This design comes from an exercise in tuning for small area on the open sky130 flow, not from production work. At most, simulation tests tie the RTL to the original design; equivalence was not proved. Power is estimated from default activity; no workload was simulated.

==> inputs of try-umber <==
==> flow/design.v <==
module BAUD_RATE_GEN(clk, rst, baud_tick);
input clk, rst;
output baud_tick;
reg [9:0] q;
wire fb = ~(q[9] ^ q[6]);
assign baud_tick = (q & 10'h3fd) == (10'h03c & 10'h3fd);
always @(posedge clk)
begin
    if (rst)
        q <= 10'h200;
    else if (baud_tick)
        q <= 10'h000;
    else
        q <= {q[8:0], fb};
end
endmodule
module DEBOUNCER(sys_clk, in, out);
input sys_clk, in;
output out;
reg [23:0] q;
wire fb = ~(q[23] ^ q[18]);
assign out = (q & 24'hfbdfff) == (24'ha691e4 & 24'hfbdfff);
always @(posedge sys_clk)
begin
    if (!in)
        q <= 24'h800000;
    else if (out)
        q <= 24'h000000;
    else
        q <= {q[22:0], fb};
end
endmodule
module UART_TX(clk, rst, baud_tick, tx_start, data_in, tx, tx_done);
input clk, rst, baud_tick, tx_start;
input [7:0] data_in;
output reg tx;
output tx_done;
reg [3:0] ph;
reg [3:0] bc;
reg [7:0] tx_data;
wire idle = ph[3] & ~ph[2] & ph[0];
assign tx_done = idle & ~ph[1];
always @(posedge clk)
begin
    if (rst)
        ph <= 4'd11;
    else if (idle)
    begin
        if (tx_start)
            ph <= 4'd15;
    end
    else if (baud_tick && bc == 4'd15)
        ph <= ph + 4'd1;
end
always @(posedge clk)
begin
    if (idle)
        bc <= 4'd0;
    else if (baud_tick)
        bc <= bc + 4'd1;
end
always @(posedge clk)
begin
    if (idle && tx_start)
        tx_data <= data_in;
end
always @(posedge clk)
begin
    if (ph[3])
        tx <= ~(ph[2] & ph[1] & ph[0]);
    else if (baud_tick)
        tx <= tx_data[ph[2:0]];
end
endmodule
module UART_RX(clk, rst, rx, baud_tick, rx_done, data_out);
input clk, rst, rx, baud_tick;
output rx_done;
output reg [7:0] data_out;
reg [3:0] ph;
reg [3:0] bc;
reg [7:0] rx_data;
wire idle = ph[3] & ~ph[2] & ph[0];
assign rx_done = idle & ~ph[1];
wire last = baud_tick && bc == 4'd15;
always @(posedge clk)
begin
    if (rst)
        ph <= 4'd11;
    else if (idle)
        ph <= rx ? 4'd11 : 4'd15;
    else if (last)
        ph <= ph + 4'd1;
end
always @(posedge clk)
begin
    if (idle)
        bc <= 4'd8;
    else if (baud_tick)
        bc <= bc + 4'd1;
end
always @(posedge clk)
begin
    if (last && !ph[3])
        rx_data <= {rx, rx_data[7:1]};
end
always @(posedge clk)
begin
    if (rst)
        data_out <= 8'd0;
    else if (baud_tick && ph == 4'd8)
        data_out <= rx_data;
end
endmodule
module MULTI_SEG_DISP(sys_clk, rst, din, dout, AN, display_out);
input sys_clk, rst;
input [7:0] din, dout;
output [7:0] AN;
output [7:0] display_out;
reg [16:0] p;
wire pfb = ~(p[16] ^ p[13]);
wire step = (p & 17'h1ffdf) == (17'h0546b & 17'h1ffdf);
always @(posedge sys_clk)
begin
    if (rst)
        p <= 17'h05de1;
    else if (step)
        p <= 17'h00000;
    else
        p <= {p[15:0], pfb};
end
reg [2:0] c;
wire [2:0] sel = c + {2'b00, step};
always @(posedge sys_clk)
begin
    if (rst)
        c <= 3'd0;
    else
        c <= sel;
end
assign AN = ~(8'b00000001 << c);
reg [4:0] t1, t2;
always @(posedge sys_clk)
begin
    t1[4] <= sel[2] ^ sel[1];
    t1[3:0] <= sel[2] ? (sel[0] ? dout[7:4] : dout[3:0])
                      : (sel[0] ? din[7:4] : din[3:0]);
    t2 <= t1;
end
reg [6:0] seg;
always @(*)
begin
    case (t2[3:0])
        4'h0: seg = 7'b0000001;
        4'h1: seg = 7'b1001111;
        4'h2: seg = 7'b0010010;
        4'h3: seg = 7'b0000110;
        4'h4: seg = 7'b1001100;
        4'h5: seg = 7'b0100100;
        4'h6: seg = 7'b0100000;
        4'h7: seg = 7'b0001111;
        4'h8: seg = 7'b0000000;
        4'h9: seg = 7'b0000100;
        4'ha: seg = 7'b0001000;
        4'hb: seg = 7'b1100000;
        4'hc: seg = 7'b0110001;
        4'hd: seg = 7'b1000010;
        4'he: seg = 7'b0110000;
        default: seg = 7'b0111000;
    endcase
end
assign display_out = {seg | {7{t2[4]}}, 1'b1};
endmodule
module UART_TOP #(parameter data_bits=8)(sys_clk,rst,data_in,start_btn,tx,tx_done,rx,data_out,rx_done,AN,display_out);
input sys_clk,rst,start_btn;
input [data_bits-1:0] data_in;
input rx;
output tx,tx_done,rx_done;
output[data_bits-1:0] data_out;
output [7:0]AN,display_out;
wire tx_start;
wire baud_tick;
DEBOUNCER DEBOUNCING_CKT(sys_clk,start_btn,tx_start);
BAUD_RATE_GEN BAUD_GEN(sys_clk,rst,baud_tick);
UART_TX TRANSMITTER(sys_clk,rst,baud_tick,tx_start,data_in,tx,tx_done);
UART_RX RECEIVER(sys_clk,rst,rx,baud_tick,rx_done,data_out);
MULTI_SEG_DISP SEVEN_SEG_DISP(sys_clk,rst,data_in,data_out,AN,display_out);
endmodule
==> flow/run.sh <==
#!/bin/bash
# synth_recipe.tcl (not shown) runs the flow's synth.tcl, then flattens the netlist and writes it again
# the make line also repeats each setting of config.mk as NAME=value (left out here)
make -C /OpenROAD-flow-scripts/flow DESIGN_CONFIG=/design/flow/config.mk WORK_HOME=/design/flow/orfs CLKGATE_MAP_FILE= SYNTH_SCRIPT=/design/flow/synth_recipe.tcl finish
==> flow/config.mk <==
export PLATFORM = sky130hd
export DESIGN_NAME = UART_TOP
export DESIGN_NICKNAME = UART_TOP
export VERILOG_FILES = /design/flow/design.v
export SDC_FILE = /design/flow/constraint.sdc
export NUM_CORES = 4
export LEC_CHECK = 0
export CAP_MARGIN = 20
export CORE_MARGIN = 2
export CORE_UTILIZATION = 40
export SLEW_MARGIN = 20
==> flow/constraint.sdc <==
create_clock -name core_clock -period 10.0 [get_ports {sys_clk}]
set_input_delay 2.0000 -clock core_clock [delete_from_list [all_inputs] [get_ports {sys_clk}]]
set_output_delay 2.0000 -clock core_clock [all_outputs]
set_load 0.01 [all_outputs]
==> inputs of try-violet, as changes to try-umber <==
--- a/flow/design.v
+++ b/flow/design.v
@@ -2,32 +2,26 @@
 input clk, rst;
 output baud_tick;
-reg [9:0] q;
+localparam [9:0] POL = 10'b1010101010;
+reg [9:0] r;
+wire [9:0] q = r ^ POL;
 wire fb = ~(q[9] ^ q[6]);
 assign baud_tick = (q & 10'h3fd) == (10'h03c & 10'h3fd);
+wire [9:0] qn = (rst) ? 10'h200 :
+                (baud_tick) ? 10'h000 : {q[8:0], fb};
 always @(posedge clk)
-begin
-    if (rst)
-        q <= 10'h200;
-    else if (baud_tick)
-        q <= 10'h000;
-    else
-        q <= {q[8:0], fb};
-end
+    r <= qn ^ POL;
 endmodule
 module DEBOUNCER(sys_clk, in, out);
 input sys_clk, in;
 output out;
-reg [23:0] q;
+localparam [23:0] POL = 24'haaaaaa;
+reg [23:0] r;
+wire [23:0] q = r ^ POL;
 wire fb = ~(q[23] ^ q[18]);
 assign out = (q & 24'hfbdfff) == (24'ha691e4 & 24'hfbdfff);
+wire [23:0] qn = (!in) ? 24'h800000 :
+                 (out) ? 24'h000000 : {q[22:0], fb};
 always @(posedge sys_clk)
-begin
-    if (!in)
-        q <= 24'h800000;
-    else if (out)
-        q <= 24'h000000;
-    else
-        q <= {q[22:0], fb};
-end
+    r <= qn ^ POL;
 endmodule
 module UART_TX(clk, rst, baud_tick, tx_start, data_in, tx, tx_done);
@@ -39,10 +33,10 @@
 reg [3:0] bc;
 reg [7:0] tx_data;
-wire idle = ph[3] & ~ph[2] & ph[0];
-assign tx_done = idle & ~ph[1];
+wire idle = ph[3] & ~ph[1] & ph[0];
+assign tx_done = idle & ~ph[2];
 always @(posedge clk)
 begin
     if (rst)
-        ph <= 4'd11;
+        ph <= 4'd13;
     else if (idle)
     begin
@@ -62,5 +56,5 @@
 always @(posedge clk)
 begin
-    if (idle && tx_start)
+    if (idle)
         tx_data <= data_in;
 end
@@ -80,13 +74,13 @@
 reg [3:0] bc;
 reg [7:0] rx_data;
-wire idle = ph[3] & ~ph[2] & ph[0];
-assign rx_done = idle & ~ph[1];
+wire idle = ph[3] & ~ph[1] & ph[0];
+assign rx_done = idle & ~ph[2];
 wire last = baud_tick && bc == 4'd15;
 always @(posedge clk)
 begin
     if (rst)
-        ph <= 4'd11;
+        ph <= 4'd13;
     else if (idle)
-        ph <= rx ? 4'd11 : 4'd15;
+        ph <= rx ? 4'd13 : 4'd15;
     else if (last)
         ph <= ph + 4'd1;
@@ -117,16 +111,13 @@
 output [7:0] AN;
 output [7:0] display_out;
+localparam [16:0] PPOL = 17'h0aaaa;
 reg [16:0] p;
-wire pfb = ~(p[16] ^ p[13]);
-wire step = (p & 17'h1ffdf) == (17'h0546b & 17'h1ffdf);
+wire [16:0] pq = p ^ PPOL;
+wire pfb = ~(pq[16] ^ pq[13]);
+wire step = (pq & 17'h1ffdf) == (17'h0546b & 17'h1ffdf);
+wire [16:0] pn = (rst) ? 17'h05de1 :
+                 (step) ? 17'h00000 : {pq[15:0], pfb};
 always @(posedge sys_clk)
-begin
-    if (rst)
-        p <= 17'h05de1;
-    else if (step)
-        p <= 17'h00000;
-    else
-        p <= {p[15:0], pfb};
-end
+    p <= pn ^ PPOL;
 reg [2:0] c;
 wire [2:0] sel = c + {2'b00, step};
@@ -147,26 +138,16 @@
     t2 <= t1;
 end
-reg [6:0] seg;
-always @(*)
-begin
-    case (t2[3:0])
-        4'h0: seg = 7'b0000001;
-        4'h1: seg = 7'b1001111;
-        4'h2: seg = 7'b0010010;
-        4'h3: seg = 7'b0000110;
-        4'h4: seg = 7'b1001100;
-        4'h5: seg = 7'b0100100;
-        4'h6: seg = 7'b0100000;
-        4'h7: seg = 7'b0001111;
-        4'h8: seg = 7'b0000000;
-        4'h9: seg = 7'b0000100;
-        4'ha: seg = 7'b0001000;
-        4'hb: seg = 7'b1100000;
-        4'hc: seg = 7'b0110001;
-        4'hd: seg = 7'b1000010;
-        4'he: seg = 7'b0110000;
-        default: seg = 7'b0111000;
-    endcase
-end
+localparam [15:0] SEG7 = 16'h2812, SEG6 = 16'hd860, SEG5 = 16'hd004,
+                  SEG4 = 16'h8492, SEG3 = 16'h02ba, SEG2 = 16'h208e,
+                  SEG1 = 16'h1083;
+wire [15:0] hot;
+genvar h;
+generate
+    for (h = 0; h < 16; h = h + 1) begin : dec
+        assign hot[h] = (t2[3:0] == h);
+    end
+endgenerate
+wire [6:0] seg = {|(SEG7 & hot), |(SEG6 & hot), |(SEG5 & hot), |(SEG4 & hot),
+                  |(SEG3 & hot), |(SEG2 & hot), |(SEG1 & hot)};
 assign display_out = {seg | {7{t2[4]}}, 1'b1};
 endmodule
==> flow/flow/run.sh (new file) <==
#!/bin/bash
# Own layout flow: the standard flow with three changes.
#  1. After the standard synthesis, the combinational gates are re-mapped for
#     area with yosys/ABC (resyn.tcl with the ABC scripts area*.abc): a few
#     rounds, each trying every script on the smallest netlist so far and
#     keeping the smallest result. Every register instance of the standard
#     synthesis is kept unchanged (name, cell type, nets).
#  2. Port buffers are sky130_fd_sc_hd__buf_1 (every input and output port
#     still gets its own buffer).
#  3. CTS inserts no dummy clock loads.
# Each tool's full output goes to a log file in this folder.
set -euo pipefail
WORK=$(pwd)
RES=$WORK/orfs/results/$FLOW_PLATFORM/UART_TOP/base
LIB=$FLOW_HOME/platforms/$FLOW_PLATFORM/lib/sky130_fd_sc_hd__tt_025C_1v80.lib
YOSYS=$FLOW_HOME/../tools/install/yosys/bin/yosys
[ -x "$YOSYS" ] || YOSYS=yosys

bash standard.sh synth > $WORK/log_1_standard_synth.log 2>&1

cp $RES/1_2_yosys.v $WORK/resyn_0.v
area_of() { grep "Chip area" "$1" | tail -1 | awk '{print $NF}'; }
best=$WORK/resyn_0.v
bestarea=1e9
n=0
for round in 1 2 3; do
  start=$best
  for s in $WORK/flow/area*.abc; do
    n=$((n+1))
    LIB=$LIB NETLIST=$start TOP=$FLOW_TOP ABC_SCRIPT=$s OUTNET=$WORK/resyn_$n.v \
      $YOSYS -c $WORK/flow/resyn.tcl > $WORK/log_2_resyn_yosys_$n.log 2>&1 || continue
    a=$(area_of $WORK/log_2_resyn_yosys_$n.log)
    [ -n "$a" ] || continue
    echo "round $round $(basename $s) from $(basename $start): $a" >> $WORK/log_2_resyn_summary.log
    if awk -v a="$a" -v b="$bestarea" 'BEGIN { exit !(a < b) }'; then
      best=$WORK/resyn_$n.v; bestarea=$a
    fi
  done
  [ "$best" = "$start" ] && break
done
echo "chosen $(basename $best): $bestarea" >> $WORK/log_2_resyn_summary.log
cp $best $RES/1_2_yosys.v
rm -f $RES/1_synth.odb $RES/1_synth.sdc

export BUFFER_PORTS_ARGS="-buffer_cell sky130_fd_sc_hd__buf_1"
export CTS_ARGS="-sink_clustering_enable -repair_clock_nets -dont_use_dummy_load"
bash standard.sh > $WORK/log_3_standard_layout.log 2>&1
==> flow/flow/area1.abc (new file) <==
strash
balance
rewrite
refactor
balance
rewrite
rewrite -z
balance
refactor -z
rewrite -z
balance
dch -f
amap
==> flow/flow/area2.abc (new file) <==
strash
balance
rewrite
refactor
balance
rewrite
rewrite -z
balance
refactor -z
rewrite -z
balance
dch -f
amap
strash
balance
rewrite
refactor
balance
rewrite
rewrite -z
balance
refactor -z
rewrite -z
balance
dch -f
amap
==> flow/flow/area3.abc (new file) <==
strash
balance
rewrite
refactor
balance
rewrite
rewrite -z
balance
refactor -z
rewrite -z
balance
dch -f
amap -F 3 -A 10
==> flow/flow/area4.abc (new file) <==
strash
dc2
balance
rewrite
refactor
balance
rewrite
rewrite -z
balance
refactor -z
rewrite -z
balance
dc2
dch -f
amap
strash
dch -f
amap
==> flow/flow/resyn.tcl (new file) <==
# Re-map the combinational logic of the standard synthesis netlist for area.
# Every register instance of the standard synthesis is kept as it is (same
# instance, cell type and nets); only the gates between registers change.
set lib $::env(LIB)
set net $::env(NETLIST)
yosys read_liberty -ignore_miss_func $lib
yosys blackbox sky130_fd_sc_hd__df* sky130_fd_sc_hd__edf* sky130_fd_sc_hd__sdf* sky130_fd_sc_hd__dl* sky130_fd_sc_hd__conb_1
yosys read_verilog $net
yosys hierarchy -top $::env(TOP)
yosys stat -liberty $lib
yosys flatten
yosys opt_clean -purge
yosys abc -liberty $lib -script $::env(ABC_SCRIPT) -dont_use *probe* -dont_use *lpflow* -dont_use *clkdly* -dont_use *dlygate* -dont_use *clkbuf* -dont_use *clkinv* -dont_use *dlymetal*
yosys opt_clean -purge
yosys hierarchy -top $::env(TOP) -purge_lib
yosys stat -liberty $lib
yosys write_verilog -noattr -nohex -nodec $::env(OUTNET)
==> flow/standard.sh (new file) <==
#!/bin/bash
# synth_recipe.tcl (not shown) runs the flow's synth.tcl, then flattens the netlist and writes it again
# the make line also repeats each setting of config.mk as NAME=value (left out here)
make -C /OpenROAD-flow-scripts/flow DESIGN_CONFIG=/design/flow/config.mk WORK_HOME=/design/flow/orfs CLKGATE_MAP_FILE= SYNTH_SCRIPT=/design/flow/synth_recipe.tcl "${@:-finish}"
--- a/flow/config.mk
+++ b/flow/config.mk
@@ -6,6 +6,7 @@
 export NUM_CORES = 4
 export LEC_CHECK = 0
-export CAP_MARGIN = 20
+export CAP_MARGIN = 0
 export CORE_MARGIN = 2
-export CORE_UTILIZATION = 40
-export SLEW_MARGIN = 20
+export CORE_UTILIZATION = 60
+export PLACE_DENSITY = 0.7
+export SLEW_MARGIN = 0
removed: flow/run.sh
==> inputs of try-quartz, as changes to try-umber <==
--- a/flow/design.v
+++ b/flow/design.v
@@ -2,32 +2,42 @@
 input clk, rst;
 output baud_tick;
-reg [9:0] q;
+localparam [9:0] POL = 10'b1010101010;
+reg [9:0] r;
+wire [9:0] q = r ^ POL;
 wire fb = ~(q[9] ^ q[6]);
 assign baud_tick = (q & 10'h3fd) == (10'h03c & 10'h3fd);
-always @(posedge clk)
+reg [9:0] qn;
+always @(*)
 begin
     if (rst)
-        q <= 10'h200;
+        qn = 10'h200;
     else if (baud_tick)
-        q <= 10'h000;
+        qn = 10'h000;
     else
-        q <= {q[8:0], fb};
+        qn = {q[8:0], fb};
 end
+always @(posedge clk)
+    r <= qn ^ POL;
 endmodule
 module DEBOUNCER(sys_clk, in, out);
 input sys_clk, in;
 output out;
-reg [23:0] q;
+localparam [23:0] POL = 24'haaaaaa;
+reg [23:0] r;
+wire [23:0] q = r ^ POL;
 wire fb = ~(q[23] ^ q[18]);
 assign out = (q & 24'hfbdfff) == (24'ha691e4 & 24'hfbdfff);
-always @(posedge sys_clk)
+reg [23:0] qn;
+always @(*)
 begin
     if (!in)
-        q <= 24'h800000;
+        qn = 24'h800000;
     else if (out)
-        q <= 24'h000000;
+        qn = 24'h000000;
     else
-        q <= {q[22:0], fb};
+        qn = {q[22:0], fb};
 end
+always @(posedge sys_clk)
+    r <= qn ^ POL;
 endmodule
 module UART_TX(clk, rst, baud_tick, tx_start, data_in, tx, tx_done);
@@ -117,16 +127,21 @@
 output [7:0] AN;
 output [7:0] display_out;
+localparam [16:0] PPOL = 17'h0aaaa;
 reg [16:0] p;
-wire pfb = ~(p[16] ^ p[13]);
-wire step = (p & 17'h1ffdf) == (17'h0546b & 17'h1ffdf);
-always @(posedge sys_clk)
+wire [16:0] pq = p ^ PPOL;
+wire pfb = ~(pq[16] ^ pq[13]);
+wire step = (pq & 17'h1ffdf) == (17'h0546b & 17'h1ffdf);
+reg [16:0] pn;
+always @(*)
 begin
     if (rst)
-        p <= 17'h05de1;
+        pn = 17'h05de1;
     else if (step)
-        p <= 17'h00000;
+        pn = 17'h00000;
     else
-        p <= {p[15:0], pfb};
+        pn = {pq[15:0], pfb};
 end
+always @(posedge sys_clk)
+    p <= pn ^ PPOL;
 reg [2:0] c;
 wire [2:0] sel = c + {2'b00, step};
@@ -147,26 +162,16 @@
     t2 <= t1;
 end
-reg [6:0] seg;
-always @(*)
-begin
-    case (t2[3:0])
-        4'h0: seg = 7'b0000001;
-        4'h1: seg = 7'b1001111;
-        4'h2: seg = 7'b0010010;
-        4'h3: seg = 7'b0000110;
-        4'h4: seg = 7'b1001100;
-        4'h5: seg = 7'b0100100;
-        4'h6: seg = 7'b0100000;
-        4'h7: seg = 7'b0001111;
-        4'h8: seg = 7'b0000000;
-        4'h9: seg = 7'b0000100;
-        4'ha: seg = 7'b0001000;
-        4'hb: seg = 7'b1100000;
-        4'hc: seg = 7'b0110001;
-        4'hd: seg = 7'b1000010;
-        4'he: seg = 7'b0110000;
-        default: seg = 7'b0111000;
-    endcase
-end
+localparam [15:0] SEG7 = 16'h2812, SEG6 = 16'hd860, SEG5 = 16'hd004,
+                  SEG4 = 16'h8492, SEG3 = 16'h02ba, SEG2 = 16'h208e,
+                  SEG1 = 16'h1083;
+wire [15:0] hot;
+genvar h;
+generate
+    for (h = 0; h < 16; h = h + 1) begin : dec
+        assign hot[h] = (t2[3:0] == h);
+    end
+endgenerate
+wire [6:0] seg = {|(SEG7 & hot), |(SEG6 & hot), |(SEG5 & hot), |(SEG4 & hot),
+                  |(SEG3 & hot), |(SEG2 & hot), |(SEG1 & hot)};
 assign display_out = {seg | {7{t2[4]}}, 1'b1};
 endmodule
==> results.txt <==
The lowest combinational power belongs to try-violet, the highest to try-umber. The lowest clock-buffer cell count belongs to try-violet, the highest to try-umber. Against try-quartz, the first-iteration DRC count of try-violet is higher by 84%. Clock skew: try-umber is higher than try-quartz (4.9 ps). Cell area, highest first: try-umber, try-quartz, try-violet. Between try-umber and try-quartz, the lower register-to-register slack is in try-quartz (gap 20 ps).
==> figures <==
metric                                                 try-quartz     try-violet      try-umber
Status                                   timing/DRC/antenna clean  timing/DRC/antenna clean  timing/DRC/antenna clean
P per Cell Area                                     167.7 mW/mm^2  171.9 mW/mm^2  154.0 mW/mm^2
Final-layout clock-cell area share                        0.05100        0.03210        0.03914
Growth of design area from synthesis to finish             17.61%         10.54%         16.33%
Setup slack of the worst register-to-register path        7540 ps        6990 ps        7560 ps
Initial core utilization                                   0.4068         0.6263         0.4047
Clock-net power                                        0.000300 W     0.000197 W     0.000249 W
Seq cells                                                     105            105            108
Seq cells post-synth                                          105              -            108
Minimum setup slack in the final design                   5921 ps        6336 ps        6236 ps
Crit path arrival time                                    2080 ps        1660 ps        1760 ps
Tapcell Cnt                                                   133             72            136
Final core utilization                                     0.4785         0.6923         0.4708
The RTL of try-umber was laid out without a check of its function.

[afterwards: timing with drivers on the ports]
The flow's constraints put no driver on any port. The routed layouts listed below were extracted and timed again, unchanged, in two steps. Step 1 assumes that a clkbuf_16 drives the clock port and a buf_2 every other input. Step 2 adds t to the input delays and takes it off the output delays; t is the mean of the earliest and latest rising clock arrival at the registers after step 1. Input paths then give back, and output paths get back, about the clock's delay inside the block. Slacks: ideal ports / drivers / drivers and shift; pairs: ideal ports / drivers.
run | shift t [ns] | setup WS [ns] | latest minus earliest clock arrival (ns) | worst data-port slew with drivers (ns) | cell pins on the clock port's net
try-umber | 0.385 | 6.236 / 6.203 / 6.588 | 0.020 / 0.020 | 0.04 | 1
try-violet | 0.370 | 6.336 / 6.308 / 6.678 | 0.017 / 0.017 | 0.03 | 1
try-quartz | 0.391 | 5.921 / 5.887 / 6.277 | 0.014 / 0.013 | 0.04 | 1
After both steps every run listed still meets setup and hold.
